Source: an optimization exercise on an open RTL-to-GDS flow (aim: small area and a short achievable clock period). Production flows keep margins and buffers that such runs may drop.
At most, simulation tests tie the RTL to the original design; equivalence was not proved.
No driver is modelled on the clock port, so clock power and skew are understated where the tree is cut down; a real chip needs a root buffer or a tree.

== the baseline ==
Design encoder, start of the top module:
module encoder (
    input clk,
    input rst_n,
    input [31:0] data_in,
    output logic [31:0] data_out
);
==> flow/config.mk <==
export PLATFORM = sky130hd
export DESIGN_NAME = encoder
export DESIGN_NICKNAME = encoder
export VERILOG_FILES = /design/flow/design.v
export SDC_FILE = /design/flow/constraint.sdc
export NUM_CORES = 8
export LEC_CHECK = 0
export CAP_MARGIN = 20
export CORE_MARGIN = 2
export CORE_UTILIZATION = 65
export CTS_CLUSTER_DIAMETER = 100
export CTS_CLUSTER_SIZE = 20
export SLEW_MARGIN = 20
==> flow/constraint.sdc <==
create_clock -name core_clock -period 14.0 [get_ports {clk}]
set_input_delay 2.8000 -clock core_clock [delete_from_list [all_inputs] [get_ports {clk}]]
set_output_delay 2.8000 -clock core_clock [all_outputs]
set_load 0.01 [all_outputs]
standard.sh (not shown) runs the stock make flow with config.mk's settings and CLKGATE_MAP_FILE= SYNTH_SCRIPT=/design/flow/synth_recipe.tcl, a recipe that flattens the netlist after the stock synthesis.
==> flow/flow/run.sh <==
#!/bin/bash
# Standard layout, except: the synthesis maps with flow/abc_speed.script,
# the ports get plain buffers, and timing repair aims below the period.
set -euo pipefail
rm -rf scripts_local
cp -r "$FLOW_HOME/scripts" scripts_local
cp flow/abc_speed.script scripts_local/abc_speed.script
export SCRIPTS_DIR=$PWD/scripts_local
export BUFFER_PORTS_ARGS="-buffer_cell sky130_fd_sc_hd__buf_2"
export SETUP_SLACK_MARGIN=10.3
bash standard.sh > standard.log 2>&1
==> flow/flow/abc_speed.script <==
strash
dch -f
&get -n
&nf -R 1000 -p
&put
topo
stime -c
The inputs of the candidate differ from those of the baseline as listed below.
--- a/flow/design.v
+++ b/flow/design.v
@@ -15,56 +15,65 @@
     assign vn = cnt_nxt[5:0];
     always_ff @(posedge clk) begin
         if (!rst_n) cnt <= 8'd254;
         else cnt <= cnt_nxt;
     end
     logic ptop;
     always_ff @(posedge clk) begin
         if (!rst_n) ptop <= 1'b0;
         else ptop <= (vn != 6'd0) && (vn <= 6'd59);
     end
     logic acc;
-    assign acc = (vn < 6'd59) || (vn == 6'd59 && un != 2'd3);
+    logic [7:0] cnt_nxt2;
+    assign cnt_nxt2 = (cnt_nxt == 8'd254) ? 8'd0 : cnt_nxt + 8'd1;
+    always_ff @(posedge clk) begin
+        if (!rst_n) acc <= 1'b1;
+        else acc <= (cnt_nxt2[5:0] < 6'd59) || (cnt_nxt2[5:0] == 6'd59 && cnt_nxt2[7:6] != 2'd3);
+    end
     logic [3:0][7:0] enc;
     always_ff @(posedge clk) begin
         enc[3] <= data_in[31:24];
         if (acc) enc[2:0] <= data_in[23:0];
     end
     logic [7:0] el [0:3];
     logic [7:0] cat [0:7];        
     always_comb begin
         for (int s = 0; s < 4; s++) begin
             el[s] = enc[3 - s];
             cat[s] = enc[3 - s];
             cat[s + 4] = data_in[31 - 8 * s -: 8];
         end
     end
     logic [3:0][7:0] rot;
     logic [3:0][7:0] rot_d;
     always_comb begin
         for (int j = 0; j < 4; j++) begin
             rot_d[j] = cat[j + 3 - un];
-            if ((j == 0 && vn == 6'd0) || vn > 6'd59 || !rst_n) rot_d[j] = 8'd0;
+            if ((j == 0 && vn == 6'd0) || vn > 6'd59) rot_d[j] = 8'd0;
         end
     end
     always_ff @(posedge clk) begin
         rot <= rot_d;
     end
     logic [127:0] par;            
     logic [127:0] peff;
     logic [31:0] fb;              
     logic [127:0] mp;
     logic [127:0] pnew;
+    logic first;
+    always_ff @(posedge clk) begin
+        if (!rst_n) first <= 1'b0;
+        else first <= (vn == 6'd0);
+    end
     assign peff[127:96] = ptop ? par[127:96] : 32'd0;
-    assign peff[95:64] = par[95:64];
-    assign peff[63:0] = (cnt == 8'd254) ? 64'd0 : par[63:0];
+    assign peff[95:0] = first ? 96'd0 : par[95:0];
     always_comb begin
         for (int e = 0; e < 4; e++)
             fb[8 * e +: 8] = peff[8 * (12 + e) +: 8] ^ rot[3 - e];
         pnew = {peff[95:0], 32'd0} ^ mp;
     end
     logic [208:0] cx;
     assign cx[0] = fb[4] ^ fb[21];
     assign cx[1] = fb[20] ^ fb[31];
     assign cx[2] = fb[9] ^ fb[23];
     assign cx[3] = fb[6] ^ fb[8];
     assign cx[4] = fb[5] ^ fb[28];
Notes after the runs:
Against the baseline, post-DP HPWL in the candidate rose by a little under 10%.
Setup slack of the critical path after layout came out lower on the candidate than on the baseline.
Detailed route wirelength on metal2 | the candidate above the baseline
Number of cells in the finished layout apart from fillers, the baseline and the candidate: lower on the baseline
Delta(multi-input logic cell count, the candidate - the baseline) > 0
Final worst-path cycle share: the candidate > the baseline
Lower post-layout instance area was reported by the baseline, not the candidate.
Measured against each other, the baseline and the candidate differ in final wirelength, the lower figure coming from the baseline.
No run among the baseline and the candidate stopped early or left any final violation; all are clean.
Only the layout flow was run in the candidate; the RTL was not checked for function there.

## JK
Another version of the RTL of encoder (not shown whole).
Size in the first run: ~66 I/O pins, about 15,000 um^2 of cells after synthesis.
clock: 14.0 ns
lec_check: 0
cap_margin: 20
core_margin: 2
core_utilization: 65
slew_margin: 20
==> flow/flow/run.sh <==
#!/bin/bash
# Standard layout, except: the synthesis maps with flow/abc_speed.script,
# the clock tree is flow/ctree.tcl's two-level tree, the ports get plain
# buffers, timing repair aims below the period, and the wire capacitance
# the placement-stage timing estimates use is scaled up by 1.3 (closer to
# the extracted values).
set -euo pipefail
rm -rf scripts_local
cp -r "$FLOW_HOME/scripts" scripts_local
cp flow/abc_speed.script scripts_local/abc_speed.script
sed -i 's|^log_cmd clock_tree_synthesis .*|source $::env(CTREE_TCL)|' scripts_local/cts.tcl
grep -q CTREE_TCL scripts_local/cts.tcl
python3 - "$FLOW_HOME/platforms/sky130hd/setRC.tcl" 1.3 > setRC_scaled.tcl <<'PY'
import re, sys
s = open(sys.argv[1]).read()
k = float(sys.argv[2])
print(re.sub(r'-capacitance ([0-9.Ee+-]+)', lambda m: '-capacitance %g' % (float(m.group(1)) * k), s))
PY
export LAYER_PARASITICS_FILE=$PWD/setRC_scaled.tcl
export CTREE_TCL=$PWD/flow/ctree.tcl
export CTREE_LEAF=20
export CTREE_BUF_LEAF=sky130_fd_sc_hd__clkbuf_16
export CTREE_BUF_TOP=sky130_fd_sc_hd__clkbuf_16
export SCRIPTS_DIR=$PWD/scripts_local
export BUFFER_PORTS_ARGS="-buffer_cell sky130_fd_sc_hd__buf_2"
export SETUP_SLACK_MARGIN=10.25
bash standard.sh > standard.log 2>&1
Other scripts of this flow, unchanged in this note and not shown: flow/flow/abc_speed.script, flow/flow/ctree.tcl
Changes in MS relative to JK:
diff --git a/flow/design.v b/flow/design.v
--- a/flow/design.v
+++ b/flow/design.v
@@ -52,21 +52,22 @@
             rot_d[j] = cat[j + 3 - un];
             if ((j == 0 && vn == 6'd0) || vn > 6'd59) rot_d[j] = 8'd0;
             if (ptop_n) rot_d[j] = rot_d[j] ^ pnew[8 * (15 - j) +: 8];
         end
     end
     always_ff @(posedge clk) begin
-        rot <= rot_d;
+        if (!rst_n) rot <= '0;
+        else rot <= rot_d;
     end
-    logic first;
+    logic clr;
     always_ff @(posedge clk) begin
-        if (!rst_n) first <= 1'b0;
-        else first <= (vn == 6'd0);
+        if (!rst_n) clr <= 1'b1;
+        else clr <= (cnt_nxt == 8'd254);
     end
-    assign peff[127:96] = par[127:96];
-    assign peff[95:0] = first ? 96'd0 : par[95:0];
+    assign peff[127:64] = par[127:64];
+    assign peff[63:0] = clr ? 64'd0 : par[63:0];
     always_comb begin
         for (int e = 0; e < 4; e++)
             fb[8 * e +: 8] = rot[3 - e];
         pnew = {peff[95:0], 32'd0} ^ mp;
     end
     logic [211:0] cx;
--- outcome ---
MS reached the final stage; the timing, DRC and antenna checks on its layout passed. MS vs JK: count of filler cells inserted in the layout down. Total met3 wirelength after detailed routing, JK and MS: higher on MS. Between JK and MS, the post-route fraction of the period consumed by the critical path figures differ only marginally. Going from JK to MS, fraction of the core area covered by cells at the end of the flow increased by 1.1 points relative to the old numbers, wire length has decreased, summed area of non-filler cells in the final layout has decreased. Number of multi-input combinational cells in the layout (MS over JK): decrease, 7. Tightest hold margin sits higher in MS than in JK.
The RTL of JK was laid out without a check of its function. In every run of this note, the design's own scripts or RTL, not TritonCTS, make the clock network.

-- static timing again, ports no longer ideal --
Ports are ideal in the flow. The routed layouts listed here were re-timed in OpenROAD.
Step 1, drivers: a clkbuf_16 drives clk and a buf_2 each remaining input, both assumed.
Step 2, shift: input delay + t, output delay - t, t = (earliest + latest rising clock arrival at the registers) / 2. This alone moves slack from input paths to output paths.
a / b / c = no drivers / after step 1 / after step 2; a / b = the first two.
run	shift t [ns]	setup WS [ns]	hold WS [ns]	clock arrival spread, ns	worst data-port slew with drivers (ns)
the baseline	0.551	10.231 / 10.188 / 9.990	0.470 / 0.470 / 0.470	0.037 / 0.038	0.05
the candidate	0.560	10.003 / 10.003 / 10.003	0.484 / 0.484 / 0.484	0.017 / 0.016	0.04
JK	0.419	10.420 / 10.296 / 10.164	0.479 / 0.479 / 0.479	0.029 / 0.029	0.03
MS	0.414	10.419 / 10.299 / 10.131	0.494 / 0.494 / 0.494	0.021 / 0.020	0.04
After both steps setup and hold are still met in every run listed. The setup slack of MS, which loses most, moves by -0.120 ns with the drivers and by -0.288 ns with both steps.
